Source: an optimization exercise on an open RTL-to-GDS flow (aim: small area, a short achievable clock period and few clock cycles per item). Production flows keep margins and buffers that such runs may drop.
Where RTL was checked, it was by simulation tests only, not by an equivalence proof against the original.
For run 1, only the layout was checked, not whether the RTL still works.
Power is estimated from default activity; no workload was simulated.

==> design.v <==
module bin2bcd(bin, en, clk, reset, bcd_out, rdy);
	input [11:0] bin;
	input clk;
	input en;
	output [15:0] bcd_out;
	output rdy;
	input reset;
	reg [14:0] mid;     
	reg result_rdy;
	wire [12:0] front_o;
	wire [14:0] back_o;
	front u_front(.v(bin[11:2]), .o(front_o));
	always @(posedge clk)
		mid <= {front_o, bin[1:0]};
	always @(posedge clk or posedge reset) begin
		if (reset) result_rdy <= 1'b0;
		else result_rdy <= en;
	end
	back u_back(.m(mid[14:2]), .l(mid[1:0]), .o(back_o));
	assign bcd_out = {1'b0, back_o};
	assign rdy = result_rdy;
endmodule
module front(v, o);
	input [9:0] v;
	output [12:0] o;
	wire new_n24, new_n25, new_n26, new_n27, new_n28, new_n29, new_n30, new_n31, new_n32, new_n33, new_n34, new_n35, new_n36, new_n37, new_n38, new_n39, new_n40, new_n41, new_n42, new_n43, new_n44, new_n45, new_n46, new_n47, new_n48, new_n49, new_n50, new_n51, new_n52, new_n53, new_n54, new_n55, new_n56, new_n57, new_n58, new_n59, new_n60, new_n61, new_n62, new_n63, new_n64, new_n65, new_n66, new_n67, new_n68, new_n69, new_n70, new_n71, new_n72, new_n73, new_n74, new_n75, new_n76, new_n77, new_n78, new_n79, new_n80, new_n81, new_n82, new_n83, new_n84, new_n85, new_n86, new_n87, new_n88, new_n89, new_n90, new_n91, new_n92, new_n93, new_n94, new_n95, new_n97, new_n98, new_n100, new_n101, new_n102, new_n104, new_n105, new_n107, new_n108, new_n109, new_n110, new_n111, new_n112, new_n113, new_n114, new_n115, new_n116, new_n117, new_n119, new_n120, new_n121, new_n122, new_n123, new_n124, new_n125, new_n126, new_n127, new_n128, new_n129, new_n130, new_n131, new_n132, new_n133, new_n134, new_n135, new_n136, new_n137, new_n138, new_n139, new_n140, new_n141, new_n142, new_n143, new_n145, new_n146, new_n148, new_n149, new_n150, new_n152, new_n153;
	assign new_n24 = ~v[7] & v[9];
	assign new_n25 = v[6] & ~v[8];
	assign new_n26 = new_n24 & ~new_n25;
	assign new_n27 = v[7] & ~v[9];
	assign new_n28 = ~v[6] & v[8];
	assign new_n29 = ~new_n27 & new_n28;
	assign new_n30 = ~new_n24 & ~new_n29;
	assign new_n31 = ~new_n26 & ~new_n30;
	assign new_n32 = v[5] & new_n31;
	assign new_n33 = ~v[6] & ~new_n27;
	assign new_n34 = v[8] & ~new_n24;
	assign new_n35 = ~new_n33 & new_n34;
	assign new_n36 = ~v[8] & new_n24;
	assign new_n37 = ~new_n35 & ~new_n36;
	assign new_n38 = ~v[6] & new_n37;
	assign new_n39 = v[6] & ~new_n37;
	assign new_n40 = ~new_n38 & ~new_n39;
	assign new_n41 = new_n27 & ~new_n28;
	assign new_n42 = ~new_n26 & ~new_n41;
	assign new_n43 = ~v[5] & ~new_n42;
	assign new_n44 = ~new_n40 & new_n43;
	assign new_n45 = ~new_n32 & ~new_n44;
	assign new_n46 = v[4] & ~new_n45;
	assign new_n47 = ~v[5] & ~new_n40;
	assign new_n48 = ~new_n42 & ~new_n47;
	assign new_n49 = ~new_n31 & ~new_n48;
	assign new_n50 = ~v[5] & new_n49;
	assign new_n51 = v[5] & ~new_n49;
	assign new_n52 = ~new_n50 & ~new_n51;
	assign new_n53 = ~v[5] & new_n31;
	assign new_n54 = new_n40 & ~new_n43;
	assign new_n55 = ~new_n53 & ~new_n54;
	assign new_n56 = ~v[4] & ~new_n55;
	assign new_n57 = ~new_n52 & new_n56;
	assign new_n58 = ~new_n46 & ~new_n57;
	assign new_n59 = v[3] & ~new_n58;
	assign new_n60 = ~v[4] & ~new_n52;
	assign new_n61 = ~new_n55 & ~new_n60;
	assign new_n62 = new_n45 & ~new_n61;
	assign new_n63 = ~v[4] & new_n62;
	assign new_n64 = v[4] & ~new_n62;
	assign new_n65 = ~new_n63 & ~new_n64;
	assign new_n66 = ~v[4] & ~new_n45;
	assign new_n67 = new_n52 & ~new_n56;
	assign new_n68 = ~new_n66 & ~new_n67;
	assign new_n69 = ~v[3] & ~new_n68;
	assign new_n70 = ~new_n65 & new_n69;
	assign new_n71 = ~new_n59 & ~new_n70;
	assign new_n72 = ~v[2] & ~new_n71;
	assign new_n73 = ~v[3] & ~new_n65;
	assign new_n74 = ~new_n68 & ~new_n73;
	assign new_n75 = new_n58 & ~new_n74;
	assign new_n76 = ~v[3] & new_n75;
	assign new_n77 = v[3] & ~new_n75;
	assign new_n78 = ~new_n76 & ~new_n77;
	assign new_n79 = ~v[3] & ~new_n58;
	assign new_n80 = new_n65 & ~new_n69;
	assign new_n81 = ~new_n79 & ~new_n80;
	assign new_n82 = ~v[2] & ~new_n81;
	assign new_n83 = new_n78 & ~new_n82;
	assign new_n84 = ~new_n72 & ~new_n83;
	assign new_n85 = ~v[2] & ~new_n78;
	assign new_n86 = ~new_n81 & ~new_n85;
	assign new_n87 = new_n71 & ~new_n86;
	assign new_n88 = ~v[2] & new_n87;
	assign new_n89 = v[2] & ~new_n87;
	assign new_n90 = ~new_n88 & ~new_n89;
	assign new_n91 = ~v[1] & ~new_n90;
	assign new_n92 = ~new_n84 & ~new_n91;
	assign new_n93 = v[2] & ~new_n71;
	assign new_n94 = ~new_n78 & new_n82;
	assign new_n95 = ~new_n93 & ~new_n94;
	assign o[4] = new_n92 | ~new_n95;
	assign new_n97 = ~v[1] & ~o[4];
	assign new_n98 = v[1] & o[4];
	assign o[1] = ~new_n97 & ~new_n98;
	assign new_n100 = ~v[1] & ~new_n95;
	assign new_n101 = ~v[1] & ~new_n84;
	assign new_n102 = new_n90 & ~new_n101;
	assign o[2] = new_n100 | new_n102;
	assign new_n104 = v[1] & ~new_n95;
	assign new_n105 = ~new_n90 & new_n101;
	assign o[3] = new_n104 | new_n105;
	assign new_n107 = ~v[7] & ~v[8];
	assign new_n108 = v[9] & ~new_n107;
	assign new_n109 = new_n37 & new_n49;
	assign new_n110 = new_n108 & new_n109;
	assign new_n111 = ~new_n62 & new_n110;
	assign new_n112 = ~new_n37 & ~new_n108;
	assign new_n113 = new_n49 & new_n62;
	assign new_n114 = new_n112 & new_n113;
	assign new_n115 = ~new_n111 & ~new_n114;
	assign new_n116 = ~new_n75 & ~new_n115;
	assign new_n117 = new_n112 & ~new_n113;
	assign o[10] = new_n110 | new_n117;
	assign new_n119 = ~new_n62 & ~o[10];
	assign new_n120 = new_n62 & o[10];
	assign new_n121 = ~new_n119 & ~new_n120;
	assign new_n122 = new_n62 & new_n110;
	assign new_n123 = new_n62 & new_n112;
	assign new_n124 = ~new_n49 & ~new_n108;
	assign new_n125 = new_n108 & ~new_n109;
	assign new_n126 = new_n49 & new_n125;
	assign new_n127 = ~new_n124 & ~new_n126;
	assign new_n128 = ~new_n123 & ~new_n127;
	assign new_n129 = ~new_n122 & ~new_n128;
	assign new_n130 = new_n75 & ~new_n129;
	assign new_n131 = new_n121 & new_n130;
	assign new_n132 = ~new_n116 & ~new_n131;
	assign new_n133 = new_n75 & ~new_n115;
	assign new_n134 = ~new_n121 & ~new_n130;
	assign new_n135 = ~new_n133 & ~new_n134;
	assign new_n136 = new_n75 & new_n121;
	assign new_n137 = ~new_n129 & ~new_n136;
	assign new_n138 = new_n115 & ~new_n137;
	assign new_n139 = ~new_n75 & new_n138;
	assign new_n140 = new_n75 & ~new_n138;
	assign new_n141 = ~new_n139 & ~new_n140;
	assign new_n142 = new_n87 & new_n141;
	assign new_n143 = ~new_n135 & ~new_n142;
	assign o[8] = ~new_n132 | new_n143;
	assign new_n145 = ~new_n87 & ~o[8];
	assign new_n146 = new_n87 & o[8];
	assign o[5] = new_n145 | new_n146;
	assign new_n148 = new_n87 & ~new_n132;
	assign new_n149 = new_n87 & ~new_n135;
	assign new_n150 = ~new_n141 & ~new_n149;
	assign o[6] = new_n148 | new_n150;
	assign new_n152 = ~new_n87 & ~new_n132;
	assign new_n153 = new_n141 & new_n149;
	assign o[7] = new_n152 | new_n153;
	assign o[9] = ~new_n125 & ~new_n138;
	assign o[11] = new_n125 & new_n138;
	assign o[12] = new_n125 & ~new_n138;
	assign o[0] = v[0];
endmodule
module back(m, l, o);
	input [12:0] m;
	input [1:0] l;
	output [14:0] o;
	wire new_n31, new_n32, new_n33, new_n34, new_n35, new_n36, new_n37, new_n38, new_n39, new_n40, new_n41, new_n42, new_n43, new_n44, new_n45, new_n47, new_n48, new_n50, new_n51, new_n52, new_n54, new_n55, new_n57, new_n58, new_n59, new_n60, new_n61, new_n62, new_n63, new_n64, new_n65, new_n66, new_n67, new_n68, new_n69, new_n70, new_n71, new_n73, new_n74, new_n76, new_n77, new_n78, new_n80, new_n81, new_n83, new_n84, new_n85, new_n86, new_n87, new_n88, new_n90, new_n91, new_n92, new_n93, new_n94, new_n95, new_n96, new_n97, new_n99, new_n100, new_n102, new_n103, new_n104, new_n106, new_n107;
	assign new_n31 = ~m[0] & m[3];
	assign new_n32 = ~m[0] & m[2];
	assign new_n33 = m[1] & ~new_n32;
	assign new_n34 = ~new_n31 & ~new_n33;
	assign new_n35 = ~m[0] & ~m[1];
	assign new_n36 = m[2] & ~new_n35;
	assign new_n37 = ~m[3] & ~new_n36;
	assign new_n38 = ~m[0] & ~new_n37;
	assign new_n39 = m[0] & new_n37;
	assign new_n40 = ~new_n38 & ~new_n39;
	assign new_n41 = ~l[1] & new_n40;
	assign new_n42 = ~new_n34 & ~new_n41;
	assign new_n43 = m[0] & m[3];
	assign new_n44 = m[2] & new_n35;
	assign new_n45 = ~new_n43 & ~new_n44;
	assign o[4] = new_n42 | ~new_n45;
	assign new_n47 = l[1] & o[4];
	assign new_n48 = ~l[1] & ~o[4];
	assign o[1] = ~new_n47 & ~new_n48;
	assign new_n50 = ~l[1] & ~new_n45;
	assign new_n51 = ~l[1] & ~new_n34;
	assign new_n52 = ~new_n40 & ~new_n51;
	assign o[2] = new_n50 | new_n52;
	assign new_n54 = l[1] & ~new_n45;
	assign new_n55 = new_n40 & new_n51;
	assign o[3] = new_n54 | new_n55;
	assign new_n57 = ~m[4] & m[7];
	assign new_n58 = ~m[4] & m[6];
	assign new_n59 = m[5] & ~new_n58;
	assign new_n60 = ~new_n57 & ~new_n59;
	assign new_n61 = ~m[4] & ~m[5];
	assign new_n62 = m[6] & ~new_n61;
	assign new_n63 = ~m[7] & ~new_n62;
	assign new_n64 = m[4] & ~new_n63;
	assign new_n65 = ~m[4] & new_n63;
	assign new_n66 = ~new_n64 & ~new_n65;
	assign new_n67 = new_n37 & ~new_n66;
	assign new_n68 = ~new_n60 & ~new_n67;
	assign new_n69 = m[4] & m[7];
	assign new_n70 = ~m[5] & new_n58;
	assign new_n71 = ~new_n69 & ~new_n70;
	assign o[8] = new_n68 | ~new_n71;
	assign new_n73 = new_n37 & o[8];
	assign new_n74 = ~new_n37 & ~o[8];
	assign o[5] = new_n73 | new_n74;
	assign new_n76 = new_n37 & ~new_n71;
	assign new_n77 = new_n37 & ~new_n60;
	assign new_n78 = new_n66 & ~new_n77;
	assign o[6] = new_n76 | new_n78;
	assign new_n80 = ~new_n37 & ~new_n71;
	assign new_n81 = ~new_n60 & new_n67;
	assign o[7] = new_n80 | new_n81;
	assign new_n83 = ~m[8] & m[11];
	assign new_n84 = ~m[8] & m[10];
	assign new_n85 = m[9] & ~new_n84;
	assign new_n86 = ~new_n83 & ~new_n85;
	assign new_n87 = ~m[8] & ~m[9];
	assign new_n88 = m[10] & ~new_n87;
	assign o[13] = m[11] | new_n88;
	assign new_n90 = ~m[8] & o[13];
	assign new_n91 = m[8] & ~o[13];
	assign new_n92 = ~new_n90 & ~new_n91;
	assign new_n93 = new_n63 & new_n92;
	assign new_n94 = ~new_n86 & ~new_n93;
	assign new_n95 = m[8] & m[11];
	assign new_n96 = m[10] & new_n87;
	assign new_n97 = ~new_n95 & ~new_n96;
	assign o[12] = new_n94 | ~new_n97;
	assign new_n99 = new_n63 & o[12];
	assign new_n100 = ~new_n63 & ~o[12];
	assign o[9] = new_n99 | new_n100;
	assign new_n102 = new_n63 & ~new_n97;
	assign new_n103 = new_n63 & ~new_n86;
	assign new_n104 = ~new_n92 & ~new_n103;
	assign o[10] = new_n102 | new_n104;
	assign new_n106 = ~new_n63 & ~new_n97;
	assign new_n107 = new_n92 & new_n103;
	assign o[11] = new_n106 | new_n107;
	assign o[0] = l[0];
	assign o[14] = m[12];
endmodule
==> flow/run.sh <==
#!/bin/bash
# Standard layout, but with the smallest buffer on every port instead of
# the delay buffer that buffer_ports picks by default.
set -euo pipefail
export BUFFER_PORTS_ARGS="-buffer_cell sky130_fd_sc_hd__buf_1"
export CTS_ARGS="-sink_clustering_enable -repair_clock_nets -dont_use_dummy_load -buf_list sky130_fd_sc_hd__clkbuf_4 -root_buf sky130_fd_sc_hd__clkbuf_4"
bash standard.sh > standard.log 2>&1
==> standard.sh <==
#!/bin/bash
# synth_recipe.tcl (not shown) runs the flow's synth.tcl, then flattens the netlist and writes it again
# the make line also repeats each setting of config.mk as NAME=value (left out here)
make -C /OpenROAD-flow-scripts/flow DESIGN_CONFIG=/design/flow/config.mk WORK_HOME=/design/flow/orfs CLKGATE_MAP_FILE= SYNTH_SCRIPT=/design/flow/synth_recipe.tcl "${@:-finish}"
==> config.mk <==
export PLATFORM = sky130hd
export DESIGN_NAME = bin2bcd
export DESIGN_NICKNAME = bin2bcd
export VERILOG_FILES = /design/flow/design.v
export SDC_FILE = /design/flow/constraint.sdc
export NUM_CORES = 4
export LEC_CHECK = 0
export ABC_AREA = 1
export CAP_MARGIN = 20
export CORE_AREA = 2.3 2.72 63.7 63.28
export DIE_AREA = 0 0 66 66
export PLACE_DENSITY = 0.6
export SLEW_MARGIN = 20
==> constraint.sdc <==
create_clock -name core_clock -period 5.0 [get_ports {clk}]
set_input_delay 1.0000 -clock core_clock [delete_from_list [all_inputs] [get_ports {clk}]]
set_output_delay 1.0000 -clock core_clock [all_outputs]
set_load 0.01 [all_outputs]
==> flow_summary.json, run 1 <==
{
  "status": "complete, no violations",
  "synth_nets": 226,
  "maxCapViolCount": 0,
  "setup.worst_path.end_class": "primary output",
  "die_h_um": 66,
  "cp_slowest_stage_delay_ns": 0.36,
  "crit_path_start_kind": "flip-flop",
  "dr.pass1.iters": 4,
  "area_delta_synth_final_pct": 13.9,
  "post_cts_buffers": 0,
  "place_hpwl_um": 1840,
  "cp_max_fo": 6,
  "num_io_pins": 32,
  "core_area_um2": 3660,
  "grt_pass1_wl_um": 3840,
  "path_cells": "inv_1 -> o21bai_1 -> xor2_1 -> inv_1 -> nor2_1 -> o21ai_0 -> xor2_1 -> buf_1",
  "period_share_pct": 57.8,
  "htreeDepth": 1,
  "die_w_um": 66,
  "cp_data_required_time_ns": 4.00,
  "cts_sinks": 16,
  "diodes": 0,
  "hold_path_class": "input pin to asynchronous set/reset pin",
  "antenna_found_initial": 0,
  "crit_family": "compound AO/OA/AOI/OAI gates",
  "ir_drop_v": 0.000101,
  "tns_ns": 0,
  "critPathArrivalTime_ns": 1.89,
  "wl_per_cell_um": 7.25,
  "grt_use_total_pct": 10.8,
  "cts_root_buffer": "clkbuf_4",
  "power_density_nw_per_um2": 419,
  "ys_async_sr_fraction_pct": 6.25,
  "rows": 22,
  "cts_tree": "built",
  "ys_types": 21,
  "io_buffers": 30,
  "syn_inst": 211,
  "crit_slowest_cell": "dfxtp_1",
  "yosysTopAreaCellShare_pct": 24.2,
  "drv_slew": 0,
  "grt_pass1_vias": 1065,
  "grt_max_degree": 10,
  "num-fill-cells": 403,
  "finalCriticalPeriod_ns": 2.89,
  "power.leakage_nw": 0.728,
  "ctsHoldBuffers": 0,
  "syn_area_per_cell_um2": 5.88,
  "synth_edf_count": 0,
  "setup_viol": 0,
  "vias": 1271,
  "hold_violations": 0,
  "yosys-top-cells-area": "dfxtp_1 (24%), nand2_1 (15%), inv_1 (13%), o21ai_0 (6.9%), nand2_2 (6.6%)",
  "fin_total_pwr_mw": 0.593,
  "ant_nets": 0,
  "cts_resized": 0,
  "clock.fmax_mhz": 346,
  "synth_common_cells": "nand2_1 (51), inv_1 (42), o21ai_0 (17)",
  "synth_top_flop_cell": "dfxtp_1",
  "numCtsBuffers": 3,
  "path_clk_slew_ns": 0.09,
  "critPathKind": "flip-flop to primary output",
  "first_iter_violations": 29,
  "stdcell_area_um2": 1410,
  "clock_path_buffers": 2,
  "dieArea_um2": 4360,
  "placed_area_um2": 1390,
  "yosysSeqAreaShare_pct": 26.2,
  "syn-cell-area_um2": 1240,
  "vias_per_cell": 4.40,
  "yosys_warnings": 1,
  "finalWirelength_um": 2090,
  "rsz0062_at_grt": "false",
  "gp_congestion": 0.740,
  "critPathBufInv": 3,
  "drive_above_1_share_pct": 8.71,
  "synth.largest_area_cell": "dfxtp_1",
  "grt-ovfl-total": 0,
  "nets": 258,
  "drc": 0,
  "ys_seq_elements": 16,
  "yosys.cell_count.top_type": "nand2_1",
  "start_util_pct": 33.9
}
[cell families after synthesis]
| kind of cell | share of synthesized area (%) |
|---|---|
| compound gates | 20.7 |
| other cells | 0.302 |
| xor+xnor | 4.23 |
| simple gates | 33.2 |
| flops | 26.2 |
| buf+inv | 15.4 |
[registers in the layout, summed over array words and instances (netlist names)]
signal	cells
mid	15
result_rdy	1
[metal layers]
metal  vias to the layer above  global-route usage (%)  part of all wire [%]
met5                         -                       0                     0
met4                         0                    5.36                   1.5
met3                         2                    1.19                   4.3
met2                        23                    18.4                    46
met1                       520                    13.3                    48
li1                        726                       -                     -
[stage by stage]
| step | util (%) | setup WS [ns] | std cells | hold WS [ns] |
|---|---|---|---|---|
| floorplan | - | 2.22 | 211 | 0.729 |
| global placement | 38.0 | 1.83 | 286 | 0.808 |
| detailed placement | 38.0 | 1.86 | 286 | 0.810 |
| CTS | 38.6 | 2.05 | 289 | 0.497 |
| global route | 38.6 | 1.69 | 289 | 0.496 |
| finish | 38.6 | 2.11 | 289 | 0.511 |
[cells in the final DEF (no fill, tap or decap)]
master	count
nand2_1	51
inv_1	42
buf_1	30
o21ai_0	17
dfxtp_1	15
nor2_1	14
nand2_2	13
nand3_1	13
a21oi_1	9
o22ai_1	9
xor2_1	6
o21ai_1	5
a22oi_1	4
inv_2	3
clkbuf_4	3
o21bai_1	1
or2_2	1
or2_4	1
nand4_1	1
o211ai_1	1
conb_1	1
dfrtp_1	1
[how the worst max path moves through the flow]
stage / startpoint / end / slack, ns / cells after the start
2_1_floorplan: bin[9] / mid[7] / 2.22 / 24
3_3_place_gp: bin[9] / mid[7] / 1.83 / 19
3_5_place_dp: bin[9] / mid[7] / 1.86 / 28
4_1_cts: mid[2] / bcd_out[1] / 2.05 / 8
5_1_grt: bin[10] / mid[7] / 1.69 / 26
6_report: mid[4] / bcd_out[1] / 2.11 / 8
[final cells by class]
cell class / count / area (µm²) / area share, %
clock buffer: 3 / 22.5 / 1.59
multi-input combinational: 147 / 724 / 51.2
sequential: 16 / 325 / 23.0
tap: 48 / 60.1 / 4.25
timing repair buffer: 30 / 113 / 7.96
inverter: 45 / 169 / 11.9
[power by group]
group	total [mW]	switching (mW)	leakage (nW)	internal [mW]
Clock	0.0613	0.0334	0.0138	0.0278
Sequential	0.174	0.0171	0.137	0.157
Combinational	0.357	0.230	0.577	0.128
Total	0.593	0.280	0.728	0.313
==> run 2: changes to the inputs <==
--- a/design.v
+++ b/design.v
@@ -23,7 +23,7 @@
 module front(v, o);
 	input [9:0] v;
 	output [12:0] o;
-	wire new_n24, new_n25, new_n26, new_n27, new_n28, new_n29, new_n30, new_n31, new_n32, new_n33, new_n34, new_n35, new_n36, new_n37, new_n38, new_n39, new_n40, new_n41, new_n42, new_n43, new_n44, new_n45, new_n46, new_n47, new_n48, new_n49, new_n50, new_n51, new_n52, new_n53, new_n54, new_n55, new_n56, new_n57, new_n58, new_n59, new_n60, new_n61, new_n62, new_n63, new_n64, new_n65, new_n66, new_n67, new_n68, new_n69, new_n70, new_n71, new_n72, new_n73, new_n74, new_n75, new_n76, new_n77, new_n78, new_n79, new_n80, new_n81, new_n82, new_n83, new_n84, new_n85, new_n86, new_n87, new_n88, new_n89, new_n90, new_n91, new_n92, new_n93, new_n94, new_n95, new_n97, new_n98, new_n100, new_n101, new_n102, new_n104, new_n105, new_n107, new_n108, new_n109, new_n110, new_n111, new_n112, new_n113, new_n114, new_n115, new_n116, new_n117, new_n119, new_n120, new_n121, new_n122, new_n123, new_n124, new_n125, new_n126, new_n127, new_n128, new_n129, new_n130, new_n131, new_n132, new_n133, new_n134, new_n135, new_n136, new_n137, new_n138, new_n139, new_n140, new_n141, new_n142, new_n143, new_n145, new_n146, new_n148, new_n149, new_n150, new_n152, new_n153;
+	wire new_n24, new_n25, new_n26, new_n27, new_n28, new_n29, new_n30, new_n31, new_n32, new_n33, new_n34, new_n35, new_n36, new_n37, new_n38, new_n39, new_n40, new_n41, new_n42, new_n43, new_n44, new_n45, new_n46, new_n47, new_n48, new_n49, new_n50, new_n51, new_n52, new_n53, new_n54, new_n55, new_n56, new_n57, new_n58, new_n59, new_n60, new_n61, new_n62, new_n63, new_n64, new_n65, new_n66, new_n67, new_n68, new_n69, new_n70, new_n71, new_n72, new_n73, new_n74, new_n75, new_n76, new_n77, new_n78, new_n79, new_n80, new_n81, new_n82, new_n83, new_n84, new_n85, new_n86, new_n87, new_n88, new_n89, new_n90, new_n91, new_n92, new_n93, new_n94, new_n95, new_n97, new_n98, new_n100, new_n101, new_n102, new_n104, new_n105, new_n107, new_n108, new_n109, new_n110, new_n111, new_n112, new_n113, new_n114, new_n115, new_n116, new_n117, new_n118, new_n119, new_n120, new_n121, new_n122, new_n124, new_n125, new_n126, new_n127, new_n128, new_n129, new_n130, new_n131, new_n132, new_n133, new_n134, new_n135, new_n136, new_n137, new_n138, new_n139, new_n140, new_n141, new_n142, new_n143, new_n145, new_n146, new_n148, new_n149, new_n150, new_n152, new_n153;
 	assign new_n24 = ~v[7] & v[9];
 	assign new_n25 = v[6] & ~v[8];
 	assign new_n26 = new_n24 & ~new_n25;
@@ -33,11 +33,11 @@
 	assign new_n30 = ~new_n24 & ~new_n29;
 	assign new_n31 = ~new_n26 & ~new_n30;
 	assign new_n32 = v[5] & new_n31;
-	assign new_n33 = ~v[6] & ~new_n27;
-	assign new_n34 = v[8] & ~new_n24;
-	assign new_n35 = ~new_n33 & new_n34;
-	assign new_n36 = ~v[8] & new_n24;
-	assign new_n37 = ~new_n35 & ~new_n36;
+	assign new_n33 = ~v[8] & new_n24;
+	assign new_n34 = ~v[6] & ~new_n27;
+	assign new_n35 = v[8] & ~new_n24;
+	assign new_n36 = ~new_n34 & new_n35;
+	assign new_n37 = ~new_n33 & ~new_n36;
 	assign new_n38 = ~v[6] & new_n37;
 	assign new_n39 = v[6] & ~new_n37;
 	assign new_n40 = ~new_n38 & ~new_n39;
@@ -72,7 +72,7 @@
 	assign new_n69 = ~v[3] & ~new_n68;
 	assign new_n70 = ~new_n65 & new_n69;
 	assign new_n71 = ~new_n59 & ~new_n70;
-	assign new_n72 = ~v[2] & ~new_n71;
+	assign new_n72 = v[2] & ~new_n71;
 	assign new_n73 = ~v[3] & ~new_n65;
 	assign new_n74 = ~new_n68 & ~new_n73;
 	assign new_n75 = new_n58 & ~new_n74;
@@ -83,81 +83,81 @@
 	assign new_n80 = new_n65 & ~new_n69;
 	assign new_n81 = ~new_n79 & ~new_n80;
 	assign new_n82 = ~v[2] & ~new_n81;
-	assign new_n83 = new_n78 & ~new_n82;
+	assign new_n83 = ~new_n78 & new_n82;
 	assign new_n84 = ~new_n72 & ~new_n83;
-	assign new_n85 = ~v[2] & ~new_n78;
-	assign new_n86 = ~new_n81 & ~new_n85;
-	assign new_n87 = new_n71 & ~new_n86;
-	assign new_n88 = ~v[2] & new_n87;
-	assign new_n89 = v[2] & ~new_n87;
-	assign new_n90 = ~new_n88 & ~new_n89;
-	assign new_n91 = ~v[1] & ~new_n90;
-	assign new_n92 = ~new_n84 & ~new_n91;
-	assign new_n93 = v[2] & ~new_n71;
-	assign new_n94 = ~new_n78 & new_n82;
-	assign new_n95 = ~new_n93 & ~new_n94;
-	assign o[4] = new_n92 | ~new_n95;
+	assign new_n85 = ~v[2] & ~new_n71;
+	assign new_n86 = new_n78 & ~new_n82;
+	assign new_n87 = ~new_n85 & ~new_n86;
+	assign new_n88 = ~v[2] & ~new_n78;
+	assign new_n89 = ~new_n81 & ~new_n88;
+	assign new_n90 = new_n71 & ~new_n89;
+	assign new_n91 = ~v[2] & new_n90;
+	assign new_n92 = v[2] & ~new_n90;
+	assign new_n93 = ~new_n91 & ~new_n92;
+	assign new_n94 = ~v[1] & ~new_n93;
+	assign new_n95 = ~new_n87 & ~new_n94;
+	assign o[4] = ~new_n84 | new_n95;
 	assign new_n97 = ~v[1] & ~o[4];
 	assign new_n98 = v[1] & o[4];
 	assign o[1] = ~new_n97 & ~new_n98;
-	assign new_n100 = ~v[1] & ~new_n95;
-	assign new_n101 = ~v[1] & ~new_n84;
-	assign new_n102 = new_n90 & ~new_n101;
+	assign new_n100 = ~v[1] & ~new_n84;
+	assign new_n101 = ~v[1] & ~new_n87;
+	assign new_n102 = new_n93 & ~new_n101;
 	assign o[2] = new_n100 | new_n102;
-	assign new_n104 = v[1] & ~new_n95;
-	assign new_n105 = ~new_n90 & new_n101;
+	assign new_n104 = v[1] & ~new_n84;
+	assign new_n105 = ~new_n93 & new_n101;
 	assign o[3] = new_n104 | new_n105;
 	assign new_n107 = ~v[7] & ~v[8];
 	assign new_n108 = v[9] & ~new_n107;
 	assign new_n109 = new_n37 & new_n49;
 	assign new_n110 = new_n108 & new_n109;
 	assign new_n111 = ~new_n62 & new_n110;
-	assign new_n112 = ~new_n37 & ~new_n108;
-	assign new_n113 = new_n49 & new_n62;
-	assign new_n114 = new_n112 & new_n113;
-	assign new_n115 = ~new_n111 & ~new_n114;
-	assign new_n116 = ~new_n75 & ~new_n115;
-	assign new_n117 = new_n112 & ~new_n113;
-	assign o[10] = new_n110 | new_n117;
-	assign new_n119 = ~new_n62 & ~o[10];
-	assign new_n120 = new_n62 & o[10];
-	assign new_n121 = ~new_n119 & ~new_n120;
-	assign new_n122 = new_n62 & new_n110;
-	assign new_n123 = new_n62 & new_n112;
-	assign new_n124 = ~new_n49 & ~new_n108;
-	assign new_n125 = new_n108 & ~new_n109;
-	assign new_n126 = new_n49 & new_n125;
-	assign new_n127 = ~new_n124 & ~new_n126;
-	assign new_n128 = ~new_n123 & ~new_n127;
-	assign new_n129 = ~new_n122 & ~new_n128;
+	assign new_n112 = ~new_n49 & ~new_n108;
+	assign new_n113 = new_n108 & ~new_n109;
+	assign new_n114 = new_n49 & new_n113;
+	assign new_n115 = ~new_n112 & ~new_n114;
+	assign new_n116 = ~new_n37 & ~new_n108;
+	assign new_n117 = new_n62 & new_n116;
+	assign new_n118 = new_n115 & new_n117;
+	assign new_n119 = ~new_n111 & ~new_n118;
+	assign new_n120 = ~new_n75 & ~new_n119;
+	assign new_n121 = new_n62 & new_n115;
+	assign new_n122 = new_n116 & ~new_n121;
+	assign o[10] = new_n110 | new_n122;
+	assign new_n124 = ~new_n62 & ~o[10];
+	assign new_n125 = new_n62 & o[10];
+	assign new_n126 = ~new_n124 & ~new_n125;
+	assign new_n127 = new_n62 & new_n110;
+	assign new_n128 = ~new_n115 & ~new_n117;
+	assign new_n129 = ~new_n127 & ~new_n128;
 	assign new_n130 = new_n75 & ~new_n129;
-	assign new_n131 = new_n121 & new_n130;
-	assign new_n132 = ~new_n116 & ~new_n131;
-	assign new_n133 = new_n75 & ~new_n115;
-	assign new_n134 = ~new_n121 & ~new_n130;
+	assign new_n131 = new_n126 & new_n130;
+	assign new_n132 = ~new_n120 & ~new_n131;
+	assign new_n133 = new_n75 & ~new_n119;
+	assign new_n134 = ~new_n126 & ~new_n130;
 	assign new_n135 = ~new_n133 & ~new_n134;
-	assign new_n136 = new_n75 & new_n121;
+	assign new_n136 = new_n75 & new_n126;
 	assign new_n137 = ~new_n129 & ~new_n136;
-	assign new_n138 = new_n115 & ~new_n137;
+	assign new_n138 = new_n119 & ~new_n137;
 	assign new_n139 = ~new_n75 & new_n138;
 	assign new_n140 = new_n75 & ~new_n138;
 	assign new_n141 = ~new_n139 & ~new_n140;
-	assign new_n142 = new_n87 & new_n141;
+	assign new_n142 = new_n90 & new_n141;
 	assign new_n143 = ~new_n135 & ~new_n142;
 	assign o[8] = ~new_n132 | new_n143;
-	assign new_n145 = ~new_n87 & ~o[8];
-	assign new_n146 = new_n87 & o[8];
+	assign new_n145 = ~new_n90 & ~o[8];
+	assign new_n146 = new_n90 & o[8];
 	assign o[5] = new_n145 | new_n146;
-	assign new_n148 = new_n87 & ~new_n132;
-	assign new_n149 = new_n87 & ~new_n135;
+	assign new_n148 = new_n90 & ~new_n132;
+	assign new_n149 = new_n90 & ~new_n135;
 	assign new_n150 = ~new_n141 & ~new_n149;
 	assign o[6] = new_n148 | new_n150;
-	assign new_n152 = ~new_n87 & ~new_n132;
+	assign new_n152 = ~new_n90 & ~new_n132;
 	assign new_n153 = new_n141 & new_n149;
 	assign o[7] = new_n152 | new_n153;
-	assign o[9] = ~new_n125 & ~new_n138;
-	assign o[11] = new_n125 & new_n138;
-	assign o[12] = new_n125 & ~new_n138;
+	assign o[9] = ~new_n113 & ~new_n138;
+	assign o[11] = new_n113 & new_n138;
+	assign o[12] = new_n113 & ~new_n138;
 	assign o[0] = v[0];
 endmodule
 module back(m, l, o);
==> flow_summary.json, run 2 <==
{
  "status": "complete, no violations",
  "dr.pass1.iters": 4,
  "grt_pass1_wl_um": 3770,
  "io_buffers": 30,
  "diodes": 0,
  "hold_path_class": "input pin to asynchronous set/reset pin",
  "cts_tree": "built",
  "rows": 22,
  "crit_path_start_kind": "flip-flop",
  "cp_data_required_time_ns": 4.00,
  "syn_area_per_cell_um2": 5.76,
  "ys_seq_elements": 16,
  "finalCriticalPeriod_ns": 2.93,
  "synth_fa_ha_area_share_pct": 0,
  "drc": 0,
  "start_util_pct": 33.4,
  "synth_edf_count": 0,
  "maxCapViolCount": 0,
  "fin_total_pwr_mw": 0.596,
  "drv_slew": 0,
  "wl_per_cell_um": 7.51,
  "yosys-top-cells-area": "dfxtp_1 (25%), nand2_1 (19%), inv_1 (12%), o21ai_0 (7.0%), nor2_1 (5.2%)",
  "whs_ns": 0.508,
  "critPathBufInv": 2,
  "grt_use_total_pct": 10.6,
  "num_io_pins": 32,
  "ys_async_sr_fraction_pct": 6.25,
  "area_delta_synth_final_pct": 14.1,
  "crit_slowest_cell": "dfxtp_1",
  "largest_reg_flops": 15,
  "rsz0062_at_grt": "false",
  "synthSimpleGateAreaFrac_pct": 32.2,
  "grt-ovfl-total": 0,
  "htreeDepth": 1,
  "power_density_nw_per_um2": 428,
  "final_cell_mix": "nand2_1 (61), inv_1 (39), buf_1 (30)",
  "post_cts_buffers": 0,
  "nets": 259,
  "ant_nets": 0,
  "synth.largest_area_cell": "dfxtp_1",
  "yosysTopAreaCellShare_pct": 24.6,
  "cts_resized": 0,
  "period_share_pct": 58.6,
  "yosys_warnings": 1,
  "cts_root_buffer": "clkbuf_4",
  "setup_viol": 0,
  "synth-xor-area-share_pct": 4.30,
  "regArea_um2": 325,
  "die_h_um": 66,
  "critPathArrivalTime_ns": 1.93,
  "hold_violations": 0,
  "gp_congestion": 0.741,
  "power.leakage_nw": 0.734,
  "synth_common_cells": "nand2_1 (61), inv_1 (39), nor2_1 (17), o21ai_0 (17), dfxtp_1 (15)",
  "synth_nets": 227,
  "crit_cells": 8,
  "cp_max_fo": 6,
  "placed_area_um2": 1370,
  "cts_sinks": 16,
  "crit_family": "compound AO/OA/AOI/OAI gates",
  "ys_types": 20,
  "cp_slowest_stage_delay_ns": 0.36,
  "die_w_um": 66,
  "core_area_um2": 3660,
  "path_clk_slew_ns": 0.09,
  "yosys.cell_count.top_type": "nand2_1",
  "syn_inst": 212,
  "clock.fmax_mhz": 341,
  "synth_compound_area_share_pct": 21.2,
  "vias": 1288,
  "multiInputGateArea_um2": 708,
  "num-fill-cells": 426,
  "synth_top_flop_cell": "dfxtp_1",
  "synth.area.mux_share_pct": 0,
  "grt_max_degree": 10,
  "drive_above_1_share_pct": 6.20,
  "top_regs": "mid (15), result_rdy (1)",
  "synth_top_family_by_area": "simple AND/OR/NAND/NOR gates",
  "ctsHoldBuffers": 0,
  "setup.worst_path.end_class": "primary output",
  "stdcell_area_um2": 1390,
  "grt_pass1_vias": 1050,
  "tns_ns": 0,
  "fin_cells": 290,
  "placed_cells": 287,
  "path_cells": "nor2_1 -> o21bai_1 -> xor2_1 -> inv_1 -> nor2_1 -> o21ai_0 -> xor2_1 -> buf_1",
  "numCtsBuffers": 3,
  "antenna_found_initial": 0,
  "finalWirelength_um": 2180,
  "top_register": "mid",
  "final_common_cell": "nand2_1",
  "clock_path_buffers": 2,
  "syn-cell-area_um2": 1220,
  "yosysSeqAreaShare_pct": 26.6,
  "critPathKind": "flip-flop to primary output",
  "vias_per_cell": 4.44,
  "ir_drop_v": 0.000107,
  "dieArea_um2": 4360,
  "place_hpwl_um": 1880,
  "first_iter_violations": 49
}
[run 2: metal layers]
| layer | GRT usage [%] | vias to the layer above | wire length (µm) |
|---|---|---|---|
| met5 | 0 | - | 0 |
| met4 | 5.36 | 0 | 40 |
| met3 | 1.02 | 4 | 94 |
| met2 | 18.2 | 25 | 925 |
| met1 | 13.0 | 532 | 1120 |
| li1 | - | 727 | - |
[run 2: where the power goes]
group	total (mW)	leakage [nW]	switching (mW)	internal, mW
sequential	0.175	0.137	0.0174	0.158
combinational	0.358	0.583	0.231	0.127
clock	0.0630	0.0138	0.0351	0.0279
[run 2: cell type report]
type                            count  share of cell area [%]
Timing Repair Buffer               30                    8.08
Inverter                           44                    11.8
Tap cell                           48                    4.31
Clock buffer                        3                    1.62
Multi-Input combinational cell    149                    50.8
Sequential cell                    16                    23.3
[run 2: how the worst max path moves through the flow]
stage | start | endpoint | slack [ns]
2_1_floorplan | bin[11] | mid[7] | 2.20
3_3_place_gp | bin[9] | mid[7] | 1.87
3_5_place_dp | bin[9] | mid[7] | 1.85
4_1_cts | mid[2] | bcd_out[1] | 2.03
5_1_grt | bin[9] | mid[7] | 1.73
6_report | mid[2] | bcd_out[1] | 2.07
[run 2: stage by stage]
stage               setup slack (ns)  utilization (%)
global placement                1.87             37.5
global route                    1.73             38.1
floorplan                       2.20                -
finish                          2.07             38.1
CTS                             2.03             38.1
detailed placement              1.85             37.5
[run 2: cell families after synthesis]
family,Yosys count
other,1
AND/OR/NAND/NOR,96
flip-flops,16
XOR/XNOR,6
AO/OA/AOI/OAI,46
buffers and inverters,47
Testbench counts of run 2, summed over its fixed seeds: cycles 2,056, items 2,048.

-- re-timing with driven ports --
Ports are ideal in the flow. The routed layouts listed here were re-timed in OpenROAD.
Step 1 assumes that a clkbuf_16 drives the clock port and a buf_2 every other input.
Step 2 moves the port delays by t, midway between the first and last clock arrival at a register: inputs arrive t later, outputs are due t later. That takes back most of the time a late clock gives input paths.
Slacks: ideal / step 1 / step 2; pairs: ideal / step 1.
run	t (ns)	slack for setup (ns)	clock arrival spread, ns	worst register clock-pin slew, ns	worst slew at a driven data input, ns
run 1	0.289	2.110 / 2.088 / 1.880	0.012 / 0.012	0.09 / 0.09	0.03
run 2	0.294	2.069 / 2.048 / 1.851	0.009 / 0.010	0.09 / 0.09	0.03
After both steps setup and hold are still met in every run listed. For run 1, which loses most, drivers alone change the setup slack by -0.022 ns; drivers and shift together by -0.230 ns.
